Source: an optimization exercise on an open RTL-to-GDS flow (aim: small area). Production flows keep margins and buffers that such runs may drop.
Only simulation tests tie the RTL to the original design; equivalence was not proved.

**flow/design.v**
```verilog
module FIR_low_pass_filter(
	input clk,
	input rst,
	input [7:0]FIR_IN,
	output reg [16:0]FIR_OUT
);
reg [7:0] d0;
reg [7:0] d1;
reg [7:0] d2;
reg [7:0] d3;
reg [7:0] d4;
reg [7:0] d5;
reg [7:0] d6;
reg [7:0] d7;
reg [7:0] d8;
reg [8:0] r;
wire [8:0] r_next;
always @(posedge clk or negedge rst)
	if (!rst) begin
		d0 <= 8'b0;
		d1 <= 8'b0;
		d2 <= 8'b0;
		d3 <= 8'b0;
		d4 <= 8'b0;
		d5 <= 8'b0;
		d6 <= 8'b0;
		d7 <= 8'b0;
		d8 <= 8'b0;
		r <= 9'b0;
	end else begin
		d0 <= FIR_IN;
		d1 <= d0;
		d2 <= d1;
		d3 <= d2;
		d4 <= d3;
		d5 <= d4;
		d6 <= d5;
		d7 <= d6;
		d8 <= d7;
		r <= r_next;
	end
wire w1;
wire w2;
wire w4;
wire w5;
wire w7;
wire w8;
wire w10;
wire w11;
wire w13;
wire w14;
wire w16;
wire w17;
wire w19;
wire w20;
wire w22;
wire w23;
wire w25;
wire w26;
wire w28;
wire w29;
wire w31;
wire w32;
wire w34;
wire w35;
wire w37;
wire w38;
wire w40;
wire w41;
wire w43;
wire w45;
wire w47;
wire w49;
wire w51;
wire w53;
wire w55;
wire w56;
wire w58;
wire w60;
wire w62;
wire w63;
wire w65;
wire w66;
wire w68;
wire w69;
wire w71;
wire w72;
wire w74;
wire w75;
wire w77;
wire w79;
wire w81;
wire w83;
wire w85;
wire w87;
wire w89;
wire w90;
wire w92;
wire w94;
wire w96;
wire w98;
wire w100;
wire w102;
wire w104;
wire w105;
wire w107;
wire w108;
wire w110;
wire w112;
wire w114;
wire w116;
wire w118;
wire w120;
wire w122;
wire w123;
wire w125;
wire w127;
wire w129;
wire w131;
wire w133;
wire w135;
wire w137;
wire w138;
wire w140;
wire w142;
wire w144;
wire w146;
wire w148;
wire w150;
wire w152;
wire w153;
wire w155;
wire w157;
wire w159;
wire w160;
wire w162;
wire w163;
wire w165;
wire w166;
wire w168;
wire w169;
wire w171;
wire w173;
wire w175;
wire w177;
wire w179;
wire w181;
wire w183;
wire w184;
wire w186;
wire w188;
wire w190;
wire w192;
wire w194;
wire w196;
wire w198;
wire w199;
wire w201;
wire w203;
wire w205;
wire w207;
wire w209;
wire w211;
wire w213;
wire w214;
wire w216;
wire w217;
wire w219;
wire w220;
wire w222;
wire w223;
wire w225;
wire w226;
wire w228;
wire w230;
wire w232;
wire w234;
wire w236;
wire w238;
wire w240;
wire w241;
wire w243;
wire w245;
wire w247;
wire w249;
wire w251;
wire w253;
wire w255;
wire w257;
wire w259;
wire w260;
wire w262;
wire w263;
wire w265;
wire w266;
wire w268;
wire w269;
wire w271;
wire w273;
wire w275;
wire w277;
wire w279;
wire w281;
wire w283;
wire w284;
wire w286;
wire w288;
wire w290;
wire w292;
wire w294;
wire w296;
wire w298;
wire w299;
wire w301;
wire w303;
wire w305;
wire w307;
wire w309;
wire w311;
wire w313;
wire w315;
wire w317;
wire w318;
wire w320;
wire w321;
wire w323;
wire w324;
wire w326;
wire w327;
wire w329;
wire w331;
wire w333;
wire w335;
wire w337;
wire w339;
wire w341;
wire w342;
wire w344;
wire w346;
wire w348;
wire w350;
wire w352;
wire w354;
wire w356;
wire w357;
wire w359;
wire w361;
wire w363;
wire w365;
wire w367;
wire w369;
wire w371;
wire w373;
wire w375;
wire w376;
wire w378;
wire w379;
wire w381;
wire w382;
wire w384;
wire w385;
wire w387;
wire w388;
wire w390;
wire w391;
wire w393;
wire w394;
wire w396;
wire w397;
wire w399;
wire w400;
wire w402;
wire w403;
wire w405;
wire w406;
wire w408;
wire w409;
wire w411;
wire w412;
wire w414;
wire w415;
wire w417;
wire w418;
wire w420;
wire w421;
wire w423;
wire w424;
wire w426;
wire w427;
wire w429;
wire w430;
wire w432;
wire w433;
wire w435;
wire w436;
wire w438;
wire w439;
wire w441;
wire w442;
wire w444;
wire w445;
wire w447;
wire w448;
wire w450;
wire w451;
wire w453;
wire w454;
wire w456;
wire w457;
wire w459;
wire w460;
wire w462;
wire w463;
wire w465;
wire w466;
wire w468;
wire w469;
wire w471;
wire w472;
wire w474;
wire w475;
wire w477;
wire w478;
wire w480;
wire w481;
wire w483;
wire w484;
wire w486;
wire w487;
wire w489;
wire w490;
wire w492;
wire w493;
wire w495;
wire w496;
wire w498;
wire w499;
wire w501;
wire w502;
wire w504;
wire w505;
wire w507;
wire w508;
wire w510;
wire w511;
wire w513;
wire w514;
wire w516;
wire w517;
wire w519;
wire w520;
wire w522;
wire w523;
wire w525;
wire w526;
wire w528;
wire w529;
wire w531;
wire w532;
wire w534;
wire w536;
wire w538;
wire w540;
wire w542;
wire w544;
wire w546;
wire w548;
wire w550;
wire w551;
wire w553;
wire w555;
wire w557;
wire w559;
wire w561;
wire w563;
wire w565;
wire w566;
wire w568;
wire w570;
wire w572;
wire w574;
wire w576;
wire w578;
wire w580;
wire w582;
wire w584;
wire w586;
wire w588;
wire w590;
wire w592;
fir_ha u3 (.a(d0[0]), .b(d8[0]), .y(w1), .z(w2));
fir_fa u6 (.a(d0[1]), .b(d8[1]), .c(w2), .y(w4), .z(w5));
fir_fa u9 (.a(d0[2]), .b(d8[2]), .c(w5), .y(w7), .z(w8));
fir_fa u12 (.a(d0[3]), .b(d8[3]), .c(w8), .y(w10), .z(w11));
fir_fa u15 (.a(d0[4]), .b(d8[4]), .c(w11), .y(w13), .z(w14));
fir_fa u18 (.a(d0[5]), .b(d8[5]), .c(w14), .y(w16), .z(w17));
fir_fa u21 (.a(d0[6]), .b(d8[6]), .c(w17), .y(w19), .z(w20));
fir_fa u24 (.a(d0[7]), .b(d8[7]), .c(w20), .y(w22), .z(w23));
fir_ha u27 (.a(d2[0]), .b(d8[0]), .y(w25), .z(w26));
fir_fa u30 (.a(d2[1]), .b(d8[1]), .c(w26), .y(w28), .z(w29));
fir_fa u33 (.a(d2[2]), .b(d8[2]), .c(w29), .y(w31), .z(w32));
fir_fa u36 (.a(d2[3]), .b(d8[3]), .c(w32), .y(w34), .z(w35));
fir_fa u39 (.a(d2[4]), .b(d8[4]), .c(w35), .y(w37), .z(w38));
fir_ha u42 (.a(d2[5]), .b(d8[5]), .y(w40), .z(w41));
fir_xr u44 (.a(w40), .b(w38), .y(w43));
fir_aoi u46 (.a(w40), .b(w38), .c(w41), .y(w45));
fir_xn u48 (.a(d2[6]), .b(d8[6]), .y(w47));
fir_xr u50 (.a(w47), .b(w45), .y(w49));
fir_nd u52 (.a(d2[6]), .b(d8[6]), .y(w51));
fir_oai u54 (.a(w47), .b(w45), .c(w51), .y(w53));
fir_ha u57 (.a(d2[7]), .b(d8[7]), .y(w55), .z(w56));
fir_xr u59 (.a(w55), .b(w53), .y(w58));
fir_ao u61 (.a(w55), .b(w53), .c(w56), .y(w60));
fir_ha u64 (.a(d3[0]), .b(d7[0]), .y(w62), .z(w63));
fir_fa u67 (.a(d3[1]), .b(d7[1]), .c(w63), .y(w65), .z(w66));
fir_fa u70 (.a(d3[2]), .b(d7[2]), .c(w66), .y(w68), .z(w69));
fir_fa u73 (.a(d3[3]), .b(d7[3]), .c(w69), .y(w71), .z(w72));
fir_ha u76 (.a(d3[4]), .b(d7[4]), .y(w74), .z(w75));
fir_xr u78 (.a(w74), .b(w72), .y(w77));
fir_aoi u80 (.a(w74), .b(w72), .c(w75), .y(w79));
fir_xn u82 (.a(d3[5]), .b(d7[5]), .y(w81));
fir_xr u84 (.a(w81), .b(w79), .y(w83));
fir_nd u86 (.a(d3[5]), .b(d7[5]), .y(w85));
fir_oai u88 (.a(w81), .b(w79), .c(w85), .y(w87));
fir_ha u91 (.a(d3[6]), .b(d7[6]), .y(w89), .z(w90));
fir_xr u93 (.a(w89), .b(w87), .y(w92));
fir_aoi u95 (.a(w89), .b(w87), .c(w90), .y(w94));
fir_xn u97 (.a(d3[7]), .b(d7[7]), .y(w96));
fir_xr u99 (.a(w96), .b(w94), .y(w98));
fir_nd u101 (.a(d3[7]), .b(d7[7]), .y(w100));
fir_oai u103 (.a(w96), .b(w94), .c(w100), .y(w102));
fir_ha u106 (.a(d4[0]), .b(d6[0]), .y(w104), .z(w105));
fir_ha u109 (.a(d4[1]), .b(d6[1]), .y(w107), .z(w108));
fir_xr u111 (.a(w107), .b(w105), .y(w110));
fir_aoi u113 (.a(w107), .b(w105), .c(w108), .y(w112));
fir_xn u115 (.a(d4[2]), .b(d6[2]), .y(w114));
fir_xr u117 (.a(w114), .b(w112), .y(w116));
fir_nd u119 (.a(d4[2]), .b(d6[2]), .y(w118));
fir_oai u121 (.a(w114), .b(w112), .c(w118), .y(w120));
fir_ha u124 (.a(d4[3]), .b(d6[3]), .y(w122), .z(w123));
fir_xr u126 (.a(w122), .b(w120), .y(w125));
fir_aoi u128 (.a(w122), .b(w120), .c(w123), .y(w127));
fir_xn u130 (.a(d4[4]), .b(d6[4]), .y(w129));
fir_xr u132 (.a(w129), .b(w127), .y(w131));
fir_nd u134 (.a(d4[4]), .b(d6[4]), .y(w133));
fir_oai u136 (.a(w129), .b(w127), .c(w133), .y(w135));
fir_ha u139 (.a(d4[5]), .b(d6[5]), .y(w137), .z(w138));
fir_xr u141 (.a(w137), .b(w135), .y(w140));
fir_aoi u143 (.a(w137), .b(w135), .c(w138), .y(w142));
fir_xn u145 (.a(d4[6]), .b(d6[6]), .y(w144));
fir_xr u147 (.a(w144), .b(w142), .y(w146));
fir_nd u149 (.a(d4[6]), .b(d6[6]), .y(w148));
fir_oai u151 (.a(w144), .b(w142), .c(w148), .y(w150));
fir_ha u154 (.a(d4[7]), .b(d6[7]), .y(w152), .z(w153));
fir_xr u156 (.a(w152), .b(w150), .y(w155));
fir_ao u158 (.a(w152), .b(w150), .c(w153), .y(w157));
fir_ha u161 (.a(r[0]), .b(w104), .y(w159), .z(w160));
fir_fa u164 (.a(r[1]), .b(w110), .c(w160), .y(w162), .z(w163));
fir_fa u167 (.a(r[2]), .b(w116), .c(w163), .y(w165), .z(w166));
fir_ha u170 (.a(r[3]), .b(w125), .y(w168), .z(w169));
fir_xr u172 (.a(w168), .b(w166), .y(w171));
fir_aoi u174 (.a(w168), .b(w166), .c(w169), .y(w173));
fir_xn u176 (.a(r[4]), .b(w131), .y(w175));
fir_xr u178 (.a(w175), .b(w173), .y(w177));
fir_nd u180 (.a(r[4]), .b(w131), .y(w179));
fir_oai u182 (.a(w175), .b(w173), .c(w179), .y(w181));
fir_ha u185 (.a(r[5]), .b(w140), .y(w183), .z(w184));
fir_xr u187 (.a(w183), .b(w181), .y(w186));
fir_aoi u189 (.a(w183), .b(w181), .c(w184), .y(w188));
fir_xn u191 (.a(r[6]), .b(w146), .y(w190));
fir_xr u193 (.a(w190), .b(w188), .y(w192));
fir_nd u195 (.a(r[6]), .b(w146), .y(w194));
fir_oai u197 (.a(w190), .b(w188), .c(w194), .y(w196));
fir_ha u200 (.a(r[7]), .b(w155), .y(w198), .z(w199));
fir_xr u202 (.a(w198), .b(w196), .y(w201));
fir_aoi u204 (.a(w198), .b(w196), .c(w199), .y(w203));
fir_xn u206 (.a(r[8]), .b(w157), .y(w205));
fir_xr u208 (.a(w205), .b(w203), .y(w207));
fir_nd u210 (.a(r[8]), .b(w157), .y(w209));
fir_oai u212 (.a(w205), .b(w203), .c(w209), .y(w211));
fir_ha u215 (.a(d5[0]), .b(w62), .y(w213), .z(w214));
fir_fa u218 (.a(d5[1]), .b(w214), .c(w65), .y(w216), .z(w217));
fir_fa u221 (.a(d5[2]), .b(w68), .c(w217), .y(w219), .z(w220));
fir_fa u224 (.a(d5[3]), .b(w71), .c(w220), .y(w222), .z(w223));
fir_ha u227 (.a(d5[4]), .b(w77), .y(w225), .z(w226));
fir_xr u229 (.a(w225), .b(w223), .y(w228));
fir_aoi u231 (.a(w225), .b(w223), .c(w226), .y(w230));
fir_xn u233 (.a(w83), .b(d5[5]), .y(w232));
fir_xr u235 (.a(w232), .b(w230), .y(w234));
fir_nd u237 (.a(w83), .b(d5[5]), .y(w236));
fir_oai u239 (.a(w232), .b(w230), .c(w236), .y(w238));
fir_ha u242 (.a(d5[6]), .b(w92), .y(w240), .z(w241));
fir_xr u244 (.a(w240), .b(w238), .y(w243));
fir_aoi u246 (.a(w240), .b(w238), .c(w241), .y(w245));
fir_xn u248 (.a(w98), .b(d5[7]), .y(w247));
fir_xr u250 (.a(w247), .b(w245), .y(w249));
fir_nd u252 (.a(w98), .b(d5[7]), .y(w251));
fir_oai u254 (.a(w247), .b(w245), .c(w251), .y(w253));
fir_xr u256 (.a(w102), .b(w253), .y(w255));
fir_an u258 (.a(w102), .b(w253), .y(w257));
fir_ha u261 (.a(w25), .b(w159), .y(w259), .z(w260));
fir_fa u264 (.a(w28), .b(w260), .c(w162), .y(w262), .z(w263));
fir_fa u267 (.a(w31), .b(w165), .c(w263), .y(w265), .z(w266));
fir_ha u270 (.a(w34), .b(w171), .y(w268), .z(w269));
fir_xr u272 (.a(w268), .b(w266), .y(w271));
fir_aoi u274 (.a(w268), .b(w266), .c(w269), .y(w273));
fir_xn u276 (.a(w177), .b(w37), .y(w275));
fir_xr u278 (.a(w275), .b(w273), .y(w277));
fir_nd u280 (.a(w177), .b(w37), .y(w279));
fir_oai u282 (.a(w275), .b(w273), .c(w279), .y(w281));
fir_ha u285 (.a(w186), .b(w43), .y(w283), .z(w284));
fir_xr u287 (.a(w283), .b(w281), .y(w286));
fir_aoi u289 (.a(w283), .b(w281), .c(w284), .y(w288));
fir_xn u291 (.a(w192), .b(w49), .y(w290));
fir_xr u293 (.a(w290), .b(w288), .y(w292));
fir_nd u295 (.a(w192), .b(w49), .y(w294));
fir_oai u297 (.a(w290), .b(w288), .c(w294), .y(w296));
fir_ha u300 (.a(w201), .b(w58), .y(w298), .z(w299));
fir_xr u302 (.a(w298), .b(w296), .y(w301));
fir_aoi u304 (.a(w298), .b(w296), .c(w299), .y(w303));
fir_xn u306 (.a(w207), .b(w60), .y(w305));
fir_xr u308 (.a(w305), .b(w303), .y(w307));
fir_nd u310 (.a(w207), .b(w60), .y(w309));
fir_oai u312 (.a(w305), .b(w303), .c(w309), .y(w311));
fir_xr u314 (.a(w211), .b(w311), .y(w313));
fir_an u316 (.a(w211), .b(w311), .y(w315));
fir_ha u319 (.a(w213), .b(w216), .y(w317), .z(w318));
fir_fa u322 (.a(w216), .b(w318), .c(w219), .y(w320), .z(w321));
fir_fa u325 (.a(w219), .b(w222), .c(w321), .y(w323), .z(w324));
fir_ha u328 (.a(w222), .b(w228), .y(w326), .z(w327));
fir_xr u330 (.a(w326), .b(w324), .y(w329));
fir_aoi u332 (.a(w326), .b(w324), .c(w327), .y(w331));
fir_xn u334 (.a(w234), .b(w228), .y(w333));
fir_xr u336 (.a(w333), .b(w331), .y(w335));
fir_nd u338 (.a(w234), .b(w228), .y(w337));
fir_oai u340 (.a(w333), .b(w331), .c(w337), .y(w339));
fir_ha u343 (.a(w234), .b(w243), .y(w341), .z(w342));
fir_xr u345 (.a(w341), .b(w339), .y(w344));
fir_aoi u347 (.a(w341), .b(w339), .c(w342), .y(w346));
fir_xn u349 (.a(w249), .b(w243), .y(w348));
fir_xr u351 (.a(w348), .b(w346), .y(w350));
fir_nd u353 (.a(w249), .b(w243), .y(w352));
fir_oai u355 (.a(w348), .b(w346), .c(w352), .y(w354));
fir_ha u358 (.a(w249), .b(w255), .y(w356), .z(w357));
fir_xr u360 (.a(w356), .b(w354), .y(w359));
fir_aoi u362 (.a(w356), .b(w354), .c(w357), .y(w361));
fir_xn u364 (.a(w257), .b(w255), .y(w363));
fir_xr u366 (.a(w363), .b(w361), .y(w365));
fir_nd u368 (.a(w257), .b(w255), .y(w367));
fir_oai u370 (.a(w363), .b(w361), .c(w367), .y(w369));
fir_xr u372 (.a(w257), .b(w369), .y(w371));
fir_an u374 (.a(w257), .b(w369), .y(w373));
fir_ha u377 (.a(w213), .b(w259), .y(w375), .z(w376));
fir_fa u380 (.a(w159), .b(w376), .c(w317), .y(w378), .z(w379));
fir_ha u383 (.a(w262), .b(w378), .y(w381), .z(w382));
fir_fa u386 (.a(w259), .b(w162), .c(w379), .y(w384), .z(w385));
fir_fa u389 (.a(w265), .b(w320), .c(w382), .y(w387), .z(w388));
fir_ha u392 (.a(w384), .b(w387), .y(w390), .z(w391));
fir_fa u395 (.a(w165), .b(w262), .c(w271), .y(w393), .z(w394));
fir_fa u398 (.a(w385), .b(w323), .c(w388), .y(w396), .z(w397));
fir_fa u401 (.a(w393), .b(w391), .c(w396), .y(w399), .z(w400));
fir_fa u404 (.a(w213), .b(w171), .c(w265), .y(w402), .z(w403));
fir_fa u407 (.a(w277), .b(w402), .c(w394), .y(w405), .z(w406));
fir_fa u410 (.a(w329), .b(w397), .c(w405), .y(w408), .z(w409));
fir_ha u413 (.a(w400), .b(w408), .y(w411), .z(w412));
fir_fa u416 (.a(w317), .b(w177), .c(w271), .y(w414), .z(w415));
fir_fa u419 (.a(w403), .b(w414), .c(w286), .y(w417), .z(w418));
fir_fa u422 (.a(w406), .b(w335), .c(w417), .y(w420), .z(w421));
fir_fa u425 (.a(w409), .b(w420), .c(w412), .y(w423), .z(w424));
fir_fa u428 (.a(w186), .b(w320), .c(w277), .y(w426), .z(w427));
fir_fa u431 (.a(w415), .b(w292), .c(w426), .y(w429), .z(w430));
fir_fa u434 (.a(w418), .b(w344), .c(w429), .y(w432), .z(w433));
fir_fa u437 (.a(w421), .b(w432), .c(w424), .y(w435), .z(w436));
fir_fa u440 (.a(d5[0]), .b(w104), .c(w192), .y(w438), .z(w439));
fir_fa u443 (.a(w323), .b(w286), .c(w438), .y(w441), .z(w442));
fir_fa u446 (.a(w427), .b(w301), .c(w441), .y(w444), .z(w445));
fir_fa u449 (.a(w430), .b(w350), .c(w444), .y(w447), .z(w448));
fir_fa u452 (.a(d5[1]), .b(w110), .c(w201), .y(w450), .z(w451));
fir_fa u455 (.a(w439), .b(w329), .c(w292), .y(w453), .z(w454));
fir_fa u458 (.a(w450), .b(w442), .c(w307), .y(w456), .z(w457));
fir_fa u461 (.a(w453), .b(w445), .c(w359), .y(w459), .z(w460));
fir_fa u464 (.a(w456), .b(w448), .c(w459), .y(w462), .z(w463));
fir_fa u467 (.a(d5[2]), .b(w116), .c(w207), .y(w465), .z(w466));
fir_fa u470 (.a(w451), .b(w335), .c(w301), .y(w468), .z(w469));
fir_fa u473 (.a(w465), .b(w454), .c(w313), .y(w471), .z(w472));
fir_fa u476 (.a(w468), .b(w457), .c(w365), .y(w474), .z(w475));
fir_fa u479 (.a(w471), .b(w460), .c(w474), .y(w477), .z(w478));
fir_fa u482 (.a(d5[3]), .b(w125), .c(w211), .y(w480), .z(w481));
fir_fa u485 (.a(w466), .b(w480), .c(w344), .y(w483), .z(w484));
fir_fa u488 (.a(w307), .b(w469), .c(w315), .y(w486), .z(w487));
fir_fa u491 (.a(w483), .b(w472), .c(w486), .y(w489), .z(w490));
fir_fa u494 (.a(w371), .b(w475), .c(w489), .y(w492), .z(w493));
fir_fa u497 (.a(d5[4]), .b(w131), .c(w481), .y(w495), .z(w496));
fir_fa u500 (.a(w350), .b(w313), .c(w495), .y(w498), .z(w499));
fir_fa u503 (.a(w484), .b(w487), .c(w498), .y(w501), .z(w502));
fir_fa u506 (.a(w373), .b(w490), .c(w501), .y(w504), .z(w505));
fir_fa u509 (.a(d5[5]), .b(w140), .c(w315), .y(w507), .z(w508));
fir_fa u512 (.a(w496), .b(w359), .c(w507), .y(w510), .z(w511));
fir_fa u515 (.a(w499), .b(w510), .c(w502), .y(w513), .z(w514));
fir_fa u518 (.a(d5[6]), .b(w146), .c(w365), .y(w516), .z(w517));
fir_fa u521 (.a(w508), .b(w516), .c(w511), .y(w519), .z(w520));
fir_fa u524 (.a(d5[7]), .b(w155), .c(w371), .y(w522), .z(w523));
fir_fa u527 (.a(w517), .b(w522), .c(w520), .y(w525), .z(w526));
fir_fa u530 (.a(w157), .b(w373), .c(w523), .y(w528), .z(w529));
fir_ha u533 (.a(w433), .b(w447), .y(w531), .z(w532));
fir_xr u535 (.a(w531), .b(w436), .y(w534));
fir_aoi u537 (.a(w531), .b(w436), .c(w532), .y(w536));
fir_xn u539 (.a(w462), .b(w536), .y(w538));
fir_nab u541 (.a(w536), .b(w462), .y(w540));
fir_xn u543 (.a(w463), .b(w477), .y(w542));
fir_xr u545 (.a(w542), .b(w540), .y(w544));
fir_nd u547 (.a(w463), .b(w477), .y(w546));
fir_oai u549 (.a(w542), .b(w540), .c(w546), .y(w548));
fir_ha u552 (.a(w478), .b(w492), .y(w550), .z(w551));
fir_xr u554 (.a(w550), .b(w548), .y(w553));
fir_aoi u556 (.a(w550), .b(w548), .c(w551), .y(w555));
fir_xn u558 (.a(w493), .b(w504), .y(w557));
fir_xr u560 (.a(w557), .b(w555), .y(w559));
fir_nd u562 (.a(w493), .b(w504), .y(w561));
fir_oai u564 (.a(w557), .b(w555), .c(w561), .y(w563));
fir_ha u567 (.a(w505), .b(w513), .y(w565), .z(w566));
fir_xr u569 (.a(w565), .b(w563), .y(w568));
fir_aoi u571 (.a(w565), .b(w563), .c(w566), .y(w570));
fir_xn u573 (.a(w514), .b(w519), .y(w572));
fir_xr u575 (.a(w572), .b(w570), .y(w574));
fir_nd u577 (.a(w514), .b(w519), .y(w576));
fir_oai u579 (.a(w572), .b(w570), .c(w576), .y(w578));
fir_xr u581 (.a(w525), .b(w578), .y(w580));
fir_nd u583 (.a(w525), .b(w578), .y(w582));
fir_xn u585 (.a(w526), .b(w528), .y(w584));
fir_xr u587 (.a(w584), .b(w582), .y(w586));
fir_nd u589 (.a(w526), .b(w528), .y(w588));
fir_oai u591 (.a(w584), .b(w582), .c(w588), .y(w590));
fir_xr u593 (.a(w529), .b(w590), .y(w592));
assign r_next = {w23, w22, w19, w16, w13, w10, w7, w4, w1};
wire [16:0] y = {w592, w586, w580, w574, w568, w559, w553, w544, w538, w534, w435, w423, w411, w399, w390, w381, w375};
always @(posedge clk or negedge rst)
	if (!rst)
		FIR_OUT <= 17'b0;
	else
		FIR_OUT <= y;
endmodule
module fir_an(input a, input b, output y);
	assign y = a & b;
endmodule
module fir_ao(input a, input b, input c, output y);
	assign y = (a & b) | c;
endmodule
module fir_aoi(input a, input b, input c, output y);
	assign y = ~((a & b) | c);
endmodule
module fir_fa(input a, input b, input c, output y, output z);
	assign y = a ^ b ^ c;
	assign z = (a & b) | (a & c) | (b & c);
endmodule
module fir_ha(input a, input b, output y, output z);
	assign y = a ^ b;
	assign z = a & b;
endmodule
module fir_nab(input a, input b, output y);
	assign y = ~(~a & b);
endmodule
module fir_nd(input a, input b, output y);
	assign y = ~(a & b);
endmodule
module fir_oai(input a, input b, input c, output y);
	assign y = ~((a | b) & c);
endmodule
module fir_xn(input a, input b, output y);
	assign y = ~(a ^ b);
endmodule
module fir_xr(input a, input b, output y);
	assign y = a ^ b;
endmodule
```
**flow/flow/run.sh**
```bash
#!/bin/bash
# Own layout flow: the standard flow (standard.sh) with synthesis unchanged and
# two layout settings changed: the ports are buffered with sky130_fd_sc_hd__buf_1
# instead of the default buffer, and CTS inserts no dummy loads (clock buffers
# clkbuf_8 as in config.mk). Each step's full output goes to its own log file here.
set -euo pipefail
bash standard.sh synth > synth.log 2>&1
bash standard.sh \
  BUFFER_PORTS_ARGS="-buffer_cell sky130_fd_sc_hd__buf_1" \
  CTS_ARGS="-sink_clustering_enable -sink_clustering_size 30 -sink_clustering_max_diameter 100 -repair_clock_nets -dont_use_dummy_load -buf_list sky130_fd_sc_hd__clkbuf_16" \
  finish > layout.log 2>&1
```
**flow/standard.sh**
```bash
#!/bin/bash
# synth_recipe.tcl (not shown) runs the flow's synth.tcl, then flattens the netlist and writes it again
# the make line also repeats each setting of config.mk as NAME=value (left out here)
make -C /OpenROAD-flow-scripts/flow DESIGN_CONFIG=/design/flow/config.mk WORK_HOME=/design/flow/orfs CLKGATE_MAP_FILE= SYNTH_SCRIPT=/design/flow/synth_recipe.tcl "${@:-finish}"
```
**flow/config.mk**
```make
export PLATFORM = sky130hd
export DESIGN_NAME = FIR_low_pass_filter
export DESIGN_NICKNAME = FIR_low_pass_filter
export VERILOG_FILES = /design/flow/design.v
export SDC_FILE = /design/flow/constraint.sdc
export NUM_CORES = 4
export LEC_CHECK = 0
export CAP_MARGIN = 20
export CORE_MARGIN = 2
export CORE_UTILIZATION = 40
export CTS_BUF_LIST = sky130_fd_sc_hd__clkbuf_8
export SETUP_SLACK_MARGIN = -0.25
export SLEW_MARGIN = 20
export SYNTH_HIERARCHICAL = 1
export SYNTH_MINIMUM_KEEP_SIZE = 0
```
**flow/constraint.sdc**
```tcl
create_clock -name core_clock -period 7.0 [get_ports {clk}]
set_input_delay 1.4000 -clock core_clock [delete_from_list [all_inputs] [get_ports {clk}]]
set_output_delay 1.4000 -clock core_clock [all_outputs]
set_load 0.01 [all_outputs]
```
==> impl_metrics.tcl, run 1 <==
set metrics [dict create \
    wl_per_cell_um 15.47 \
    slew_viol_final 0 \
    cts_resized 0 \
    min_period_ps 6737 \
    hold_buffers 0 \
    hold_depth 0 \
    syn_avg_cell_area_um2 15.54 \
    dp_slack_ps 247.5 \
    cts_buffers 9 \
    finClkSkew_ps 9.410 \
    fin_nets 495 \
    grt_overflow 0 \
    ys_ff_latch 98 \
    vias_per_cell 4.585 \
    tightestPinTransition_ps 700.7 \
    initial_core_util_pct 40.62 \
    grt_pass1_vias 2875 \
    num_antenna_cells 0 \
    min_period_over_period_pct 96.25 \
    clockRootBuffer "clkbuf_16" \
    synth_top_area_share_pct 46.14 \
    critPathMaxFanout 2 \
    die_w_um 119.3 \
    dr.pass1.iters 4 \
    grt_first_pass_wirelength_um 14520 \
    syn_nets 457 \
    clock_latency_ps 340 \
    postSynthCellCount 342 \
    setup_viol 0 \
    fin_util_pct 44.86 \
    setup_ws_ps 262.6 \
    fmax_ghz 0.1484 \
    drv_cap 0 \
    core_um2 13090 \
    synth_top_cell_by_area "dfrtp_1" \
    slew_headroom_pct 53.29 \
    die_h_um 119.3 \
    drive_above_1_share_pct 8.201 \
    postCtsSetupBuffers 0 \
    num_vias 2540 \
    status "complete, no violations" \
    die_area_um2 14230 \
    largest_reg_flops 17 \
    cts_tree "built" \
    io_buffer_count 26 \
    worstSetupEndpointType "register" \
    clkTransAtPathRegs_ps 60 \
    syn-cell-area_um2 5315 \
    postRouteWirelength_um 8570 \
    layout_commonest_cell "dfrtp_1" \
    crit_arrival_ps 7000 \
    ys_warn_count 7 \
    ioPinCount 27 \
    synth_area_leaders "dfrtp_1 (46%), fa_1 (27%), ha_1 (8.0%)" \
    hpwl_um 7044 \
    timing_worst_setup_path_type "register to register" \
    hold_violations 0 \
    regMostFlops "FIR_OUT" \
    cp.required_ps 7270 \
    mostFrequentLayoutCells "dfrtp_1 (98), fa_1 (71), xor2_1 (48), ha_1 (34), buf_1 (25)" \
    drt-initial-drc-count 92 \
    hp-class "register to register" \
    clock-sinks 98 \
    largestRegisters "FIR_OUT (17), r (9)" \
    grt_max_degree 59 \
    ant_nets 0 \
    syn_to_final_growth_pct 10.43 \
    instances_no_fill 554 \
    ys_types 11 \
    htree_levels 3 \
    grt_usage_pct 13.84 \
    start_kind "register" \
    place_congestion 0.7854 \
    dp.cells 545 \
    antenna_found_initial 0 \
    ff2ff_path_depth 22 \
    rows 42 \
    drc_errors 0 \
    clock_path_buffers 2 \
    ys_seq_area_share_pct 46.14 \
]
metal layers:
metal	share of wire [%]	global-route usage (%)
met1	48	18.69
met2	47	21.05
met3	2.5	3.352
met4	2.1	6.771
met5	0	0
final timing paths:
path / startpoint / endpoint / slack, ps
max: d2[0]$_DFF_PN0_ / FIR_OUT[16]$_DFF_PN0_ / 260
min: d1[3]$_DFF_PN0_ / d2[3]$_DFF_PN0_ / 340
max reg2reg: d2[0]$_DFF_PN0_ / FIR_OUT[16]$_DFF_PN0_ / 260
min reg2reg: d1[3]$_DFF_PN0_ / d2[3]$_DFF_PN0_ / 340
max in group asynchronous: rst / d0[3]$_DFF_PN0_ / 4770
min in group asynchronous: rst / d0[2]$_DFF_PN0_ / 1080
cell families (layout without fill, tap and decap cells):
logic type	count (synthesis)	count (layout)	share of synthesized area, %
compound gates	43	43	5.555
xor+xnor	70	70	11.53
fa+ha+maj	105	105	34.75
buf+inv	0	36	0
flops	98	98	46.14
simple gates	26	26	2.025
Yosys cell counts:
library cell / number
xor2_1: 48
dfrtp_1: 98
ha_1: 34
fa_1: 71
o21ai_1: 21
nand2_1: 22
xnor2_1: 22
and2_1: 3
a21oi_2: 20
nand2b_1: 1
a21o_1: 2
metrics by stage:
stage | hold WS [ps] | cell area (um2) | TNS [ps]
floorplan | 331.2 | 5315 | 0
global placement | 331.5 | 5644 | 0
detailed placement | 337.9 | 5644 | 0
CTS | 347.5 | 5869 | 0
global route | 353.8 | 5869 | -36.30
finish | 342.8 | 5869 | 0
cell type report:
type                       instances  area (um2)
multi-input combinational        244        2863
fill                            1172        7216
tap                              176       220.2
clock buffer                       9       225.2
timing repair buffer              27       108.9
sequential                        98        2452
critical path, cell delays in order, from the launching register on:
cell and delay, ps:
dfrtp_1 420, ha_1 220, fa_1 400, fa_1 410, fa_1 400, fa_1 440
xor2_1 300, ha_1 320, a21oi_2 180, o21ai_1 130, xor2_1 220, fa_1 410
fa_1 480, fa_1 510, fa_1 410, ha_1 330, a21oi_2 80, o21ai_1 240
a21oi_2 100, o21ai_1 210, nand2_1 110, o21ai_1 180, xor2_1 150
modules after synthesis (local to each module, per instance):
module,flops+latches,cells
fir_ao,0,1
fir_aoi,0,1
FIR_low_pass_filter,98,98
fir_nd,0,1
fir_an,0,1
fir_ha,0,1
fir_xr,0,1
fir_nab,0,1
fir_xn,0,1
fir_oai,0,1
fir_fa,0,1
==> run 2, diff against run 1 <==
--- a/flow/flow/run.sh
+++ b/flow/flow/run.sh
@@ -9,3 +9,3 @@
   BUFFER_PORTS_ARGS="-buffer_cell sky130_fd_sc_hd__buf_1" \
-  CTS_ARGS="-sink_clustering_enable -sink_clustering_size 30 -sink_clustering_max_diameter 100 -repair_clock_nets -dont_use_dummy_load -buf_list sky130_fd_sc_hd__clkbuf_16" \
+  CTS_ARGS="-repair_clock_nets -dont_use_dummy_load -buf_list sky130_fd_sc_hd__clkbuf_8" \
   finish > layout.log 2>&1
==> run 2 against run 1 <==
Critical path type unchanged. Wire length decreased by 0.63%. Still clean. Core utilization decreased by 0.77 points. Critical path depth unchanged. Register-to-register slack about the same. Area after synthesis unchanged. Die area unchanged. First-iteration DRC count increased by 11%. Largest cell class unchanged. Critical endpoint unchanged.
==> impl_metrics.tcl, run 2 <==
set metrics [dict create \
    status "complete, no violations" \
    antenna_found_initial 0 \
    instances_no_fill 554 \
    hpwl_um 7044 \
    synth_top_cell_by_area "dfrtp_1" \
    clock_path_buffers 2 \
    synth_top_area_share_pct 46.14 \
    postCtsSetupBuffers 0 \
    largest_reg_flops 17 \
    ys_ff_latch 98 \
    slew_viol_final 0 \
    crit_arrival_ps 7040 \
    drive_above_1_share_pct 8.201 \
    cts_resized 0 \
    fin_nets 495 \
    drv_cap 0 \
    ys_seq_area_share_pct 46.14 \
    ys.flop_type "dfrtp_1" \
    synth_area_leaders "dfrtp_1 (46%), fa_1 (27%), ha_1 (8.0%)" \
    use_met2_pct 20.94 \
    ys_types 11 \
    grt_first_pass_wirelength_um 14460 \
    die_h_um 119.3 \
    start_kind "register" \
    dp_slack_ps 247.5 \
    layout_commonest_cell "dfrtp_1" \
    wl_per_cell_um 15.37 \
    io_buffer_count 26 \
    min_period_over_period_pct 96.30 \
    clock_latency_ps 370 \
    grt_usage_pct 13.73 \
    grt_overflow 0 \
    slew_headroom_pct 53.34 \
    cp.required_ps 7300 \
    yosysMostFrequentCell "dfrtp_1" \
    syn_nets 457 \
    ant_nets 0 \
    regMostFlops "FIR_OUT" \
    fmax_ghz 0.1483 \
    clock-sinks 98 \
    drc_errors 0 \
    drt-initial-drc-count 102 \
    timing_worst_setup_path_type "register to register" \
    postRouteWirelength_um 8516 \
    vias_per_cell 4.599 \
    seq_area_um2 2452 \
    tightestPinTransition_ps 699.8 \
    ys_warn_count 7 \
    hold_violations 0 \
    num_antenna_cells 0 \
    setup_viol 0 \
    die_area_um2 14230 \
    mostFrequentLayoutCells "dfrtp_1 (98), fa_1 (71), xor2_1 (48), ha_1 (34), buf_1 (25)" \
    htree_levels 3 \
    ys_async_sr_fraction_pct 100.0 \
    place_area_um2 5644 \
    min_period_ps 6741 \
    multiInputGateArea_um2 2863 \
    fillers 1187 \
    hold_buffers 0 \
    gr-max-usage-layer "met2" \
    critPathMaxFanout 2 \
    initial_core_util_pct 40.62 \
    setup_ws_ps 258.7 \
    dr.pass1.iters 4 \
    syn-cell-area_um2 5315 \
    die_w_um 119.3 \
    cts_tree "built" \
    postSynthCellCount 342 \
    clkTransAtPathRegs_ps 90 \
    grt_max_degree 59 \
    worstSetupEndpointType "register" \
    grt_pass1_vias 2864 \
    synth_edf_count 0 \
    grtUsageMet3_pct 3.352 \
    yosys-top-cells-count "dfrtp_1 (98), fa_1 (71), xor2_1 (48)" \
    largestRegisters "FIR_OUT (17), r (9)" \
    finClkSkew_ps 15.39 \
    dp.cells 545 \
    core_um2 13090 \
    num_vias 2548 \
    ioPinCount 27 \
    rows 42 \
    postLayoutCellArea_um2 5768 \
    met1_usage_pct 18.55 \
    place_congestion 0.7854 \
    hp-class "register to register" \
    cts_buffers 9 \
    syn_to_final_growth_pct 8.522 \
    clockRootBuffer "clkbuf_8" \
    syn_avg_cell_area_um2 15.54 \
]
[run 2: cell counts after synthesis]
Identical to the previous run, type by type.
[run 2: final timing paths]
path,to,cells after the start,startpoint,slack [ps]
worst max-delay path,FIR_OUT[16]$_DFF_PN0_,22,d2[0]$_DFF_PN0_,260
worst min-delay path,d2[3]$_DFF_PN0_,0,d1[3]$_DFF_PN0_,340
worst max register to register,FIR_OUT[16]$_DFF_PN0_,22,d2[0]$_DFF_PN0_,260
worst min register to register,d2[3]$_DFF_PN0_,0,d1[3]$_DFF_PN0_,340
max in group asynchronous,d0[3]$_DFF_PN0_,2,rst,4810
min in group asynchronous,d8[2]$_DFF_PN0_,1,rst,1050
[run 2: cell type report]
class,instances,share of cell area (%)
Multi-Input combinational cell,244,49.63
Sequential cell,98,42.52
Tap cell,176,3.818
Clock buffer,9,2.148
Timing Repair Buffer,27,1.887
[run 2: per-module statistics from Yosys, one instance, submodules excluded]
module / copies in the design / cells inside / flops+latches / cell area [um2]
fir_an: 3 / 1 / 0 / 6.256
fir_fa: 71 / 1 / 0 / 20.02
fir_nab: 1 / 1 / 0 / 6.256
fir_nd: 22 / 1 / 0 / 3.754
FIR_low_pass_filter: 1 / 98 / 98 / 2452
fir_xr: 48 / 1 / 0 / 8.758
fir_aoi: 20 / 1 / 0 / 8.758
fir_oai: 21 / 1 / 0 / 5.005
fir_ha: 34 / 1 / 0 / 12.51
fir_ao: 2 / 1 / 0 / 7.507
fir_xn: 22 / 1 / 0 / 8.758
[run 2: logic make-up (layout without fill, tap and decap cells)]
logic type | count (synthesis) | in the layout | share of synthesized area, %
fa+ha+maj | 105 | 105 | 34.75
flops | 98 | 98 | 46.14
xor+xnor | 70 | 70 | 11.53
compound gates | 43 | 43 | 5.555
simple gates | 26 | 26 | 2.025
buf+inv | 0 | 36 | 0
[run 2: metrics by stage]
step / setup TNS (ps) / hold slack (ps) / util, %
4_1_cts: 0 / 349.6 / 44.08
5_1_grt: -41.94 / 359.3 / 44.08
6_report: 0 / 345.0 / 44.08
3_5_place_dp: 0 / 337.9 / 43.13
3_3_place_gp: 0 / 331.5 / 43.13
2_1_floorplan: 0 / 331.2 / -
[run 2: metal layers]
layer | wire [um] | share of wire, % | up-vias
met5 | 0 | 0 | -
met4 | 208 | 2.4 | 0
met3 | 246 | 2.9 | 18
met2 | 3953 | 46 | 39
met1 | 4108 | 48 | 1302
li1 | - | - | 1189
[run 2: critical path, cell delays in order, from the launching register on]
cell	delay (ps)
dfrtp_1	420
ha_1	220
fa_1	410
fa_1	410
fa_1	400
fa_1	440
xor2_1	300
ha_1	320
a21oi_2	180
o21ai_1	130
xor2_1	220
fa_1	410
fa_1	480
fa_1	510
fa_1	410
ha_1	330
a21oi_2	80
o21ai_1	240
a21oi_2	100
o21ai_1	210
nand2_1	110
o21ai_1	180
xor2_1	150
==> run 3, diff against run 2 <==
--- a/flow/flow/run.sh
+++ b/flow/flow/run.sh
@@ -9,3 +9,3 @@
   BUFFER_PORTS_ARGS="-buffer_cell sky130_fd_sc_hd__buf_1" \
-  CTS_ARGS="-repair_clock_nets -dont_use_dummy_load -buf_list sky130_fd_sc_hd__clkbuf_8" \
+  CTS_ARGS="-sink_clustering_enable -repair_clock_nets -dont_use_dummy_load -buf_list sky130_fd_sc_hd__clkbuf_8" \
   finish > layout.log 2>&1
==> run 3 against run 2 <==
First-iteration DRC count is the same. Flip-flop and latch count is the same. Area after synthesis stayed put. Die area unchanged. Sequential share of layout area unchanged. Via count unchanged. Critical endpoint unchanged. Critical path depth unchanged. Wire length did not move.
==> impl_metrics.tcl, run 3 <==
set metrics [dict create \
    yosys-top-cells-count "dfrtp_1 (98), fa_1 (71), xor2_1 (48)" \
    dp.cells 545 \
    wl_per_cell_um 15.37 \
    post_synth_fa_ha_maj_area_fraction_pct 34.75 \
    syn-cell-area_um2 5315 \
    antenna_found_initial 0 \
    ys_seq_area_share_pct 46.14 \
    die_area_um2 14230 \
    slowest_delay_ps 510 \
    cts_tree "built" \
    ioPinCount 27 \
    dr.pass1.iters 4 \
    synth_xor_area_share_pct 11.53 \
    synth_area_leaders "dfrtp_1 (46%), fa_1 (27%), ha_1 (8.0%)" \
    fin_setup_tns_ps 0 \
    clock_latency_ps 370 \
    crit_arrival_ps 7040 \
    fmax_ghz 0.1483 \
    clock_path_buffers 2 \
    ff2ff_path_depth 22 \
    num_vias 2548 \
    syn_nets 457 \
    cts_resized 0 \
    critical_path.most_common_cell "fa_1" \
    grt_overflow 0 \
    grt_max_degree 59 \
    synth_compound_area_share_pct 5.556 \
    rows 42 \
    hp-class "register to register" \
    die_w_um 119.3 \
    start_kind "register" \
    timing_worst_setup_path_type "register to register" \
    setup_viol 0 \
    die_h_um 119.3 \
    synth_top_cell_by_area "dfrtp_1" \
    syn_avg_cell_area_um2 15.54 \
    postSynthCellCount 342 \
    mostFrequentLayoutCells "dfrtp_1 (98), fa_1 (71), xor2_1 (48), ha_1 (34), buf_1 (25)" \
    initial_core_util_pct 40.62 \
    startpoint "d2[0]$_DFF_PN0_" \
    hold_violations 0 \
    r2r-end "FIR_OUT[16]$_DFF_PN0_" \
    synth_top_area_share_pct 46.14 \
    worstSetupEndpointType "register" \
    slew_headroom_pct 53.34 \
    ys_async_sr_fraction_pct 100.0 \
    synthSimpleGateAreaFrac_pct 2.024 \
    critPathMaxFanout 2 \
    ys_warn_count 7 \
    io_buffer_count 26 \
    ys_types 11 \
    core_um2 13090 \
    finClkSkew_ps 15.39 \
    drive_above_1_share_pct 8.201 \
    place_congestion 0.7854 \
    tightestPinTransition_ps 699.8 \
    instances_no_fill 554 \
    largestRegisters "FIR_OUT (17), r (9)" \
    grt_pass1_vias 2864 \
    largest_reg_flops 17 \
    postRouteWirelength_um 8516 \
    yosysMostFrequentCell "dfrtp_1" \
    hold_ws_ps 345.0 \
    fin_nets 495 \
    fin_util_pct 44.08 \
    reg2reg_slack_ps 260 \
    syn_to_final_growth_pct 8.522 \
    drv_cap 0 \
    min_period_ps 6741 \
    hpwl_um 7044 \
    min_period_over_period_pct 96.30 \
    regMostFlops "FIR_OUT" \
    cp.required_ps 7300 \
    hold_buffers 0 \
    ant_nets 0 \
    ys_ff_latch 98 \
    hold_depth 0 \
    clock-sinks 98 \
    clockRootBuffer "clkbuf_8" \
    num_antenna_cells 0 \
    synthMuxAreaShare_pct 0 \
    postCtsSetupBuffers 0 \
    ys.flop_type "dfrtp_1" \
    drt-initial-drc-count 102 \
    grt_first_pass_wirelength_um 14460 \
    clkTransAtPathRegs_ps 90 \
    crit_end "FIR_OUT[16]$_DFF_PN0_" \
    rr_startpoint "d2[0]$_DFF_PN0_" \
    slew_viol_final 0 \
    htree_levels 3 \
    cts_buffers 9 \
    synth_top_family_by_area "adder cells" \
    status "complete, no violations" \
    grt_usage_pct 13.73 \
    crit_path_top_delay_cell "fa_1" \
    vias_per_cell 4.599 \
    layout_commonest_cell "dfrtp_1" \
    drc_errors 0 \
    synth_edf_count 0 \
    crit_chain "ha_1 -> fa_1 -> fa_1 -> fa_1 -> fa_1 -> xor2_1 -> ha_1 -> a21oi_2 -> o21ai_1 -> xor2_1 -> fa_1 -> fa_1 -> fa_1 -> fa_1 -> ha_1 -> a21oi_2 -> o21ai_1 -> a21oi_2 -> o21ai_1 -> nand2_1 -> o21ai_1 -> xor2_1" \
]
run 3: cell counts in the layout (fill, tap and decap cells not counted):
No cell type changed its count.
run 3: kinds of logic after synthesis:
| kind of cell | count (synthesis) |
|---|---|
| AOI/OAI and AO/OA | 43 |
| DFF | 98 |
| xor gates and xnor gates | 70 |
| adders and majority gates | 105 |
| and+or+nand+nor | 26 |
run 3: worst max-delay path: cells and delay by family, from the launching register on:
| kind | cells | cell delay (ps) |
|---|---|---|
| xor+xnor | 3 | 670 |
| fa+ha+maj | 11 | 4340 |
| compound gates | 7 | 1120 |
| simple gates | 1 | 110 |
| flops | 1 | 420 |
run 3: worst min path at each step:
stage / from / to / slack, ps
3_5_place_dp: d1[5]$_DFF_PN0_ / d2[5]$_DFF_PN0_ / 340
6_report: d1[3]$_DFF_PN0_ / d2[3]$_DFF_PN0_ / 340
4_1_cts: d1[3]$_DFF_PN0_ / d2[3]$_DFF_PN0_ / 350
2_1_floorplan: d1[0]$_DFF_PN0_ / d2[0]$_DFF_PN0_ / 330
5_1_grt: d1[2]$_DFF_PN0_ / d2[2]$_DFF_PN0_ / 360
3_3_place_gp: d1[3]$_DFF_PN0_ / d2[3]$_DFF_PN0_ / 330
run 3: Yosys stat by module, one instance, submodules excluded, excerpt:
module	area, um2	cells inside
fir_xn	8.758	1
FIR_low_pass_filter	2452	98
fir_ao	7.507	1
fir_ha	12.51	1
fir_xr	8.758	1
fir_aoi	8.758	1
fir_fa	20.02	1
run 3: area by class of cell:
type	count	area [um2]
Tap cell	176	220.2
Fill cell	1187	7317
Timing Repair Buffer	27	108.9
Multi-Input combinational cell	244	2863
Clock buffer	9	123.9
Sequential cell	98	2452
run 3: layer usage:
layer  global-route usage, %  share of wire, %  vias up
met1                   18.55                48     1302
met2                   20.94                46       39
li1                        -                 -     1189
met3                   3.352               2.9       18
met5                       0                 0        -
met4                   6.548               2.4        0
run 3: through the flow:
stage / cell area (um2) / setup WS (ps)
finish: 5768 / 258.7
global route: 5768 / -41.94
CTS: 5768 / 208.2
detailed placement: 5644 / 247.5
global placement: 5644 / 237.5
floorplan: 5315 / 763.8

==> re-timing with driven ports <==
The results above use ideal ports. As a check the final layouts listed here were re-extracted and re-timed, cells and wires unchanged. Step 1 sets driving cells, clkbuf_16 on the clock port and buf_2 on the other inputs (assumed; they add their load-dependent delay and slew). Step 2, shift: input delay + t, output delay - t, t = (earliest + latest rising clock arrival at the registers) / 2. This alone moves slack from input paths to output paths. a / b / c = ideal / step 1 / step 2; a / b = the first two.
run	t, ns	setup WS [ns]	worst setup path at the end	cell pins on the clock port's net
run 1	0.372	0.263 / 0.263 / 0.263	register to register	1
run 2	0.394	0.259 / 0.259 / 0.259	register to register	1
run 3	0.394	0.259 / 0.259 / 0.259	register to register	1
After both steps every run listed still meets setup and hold.
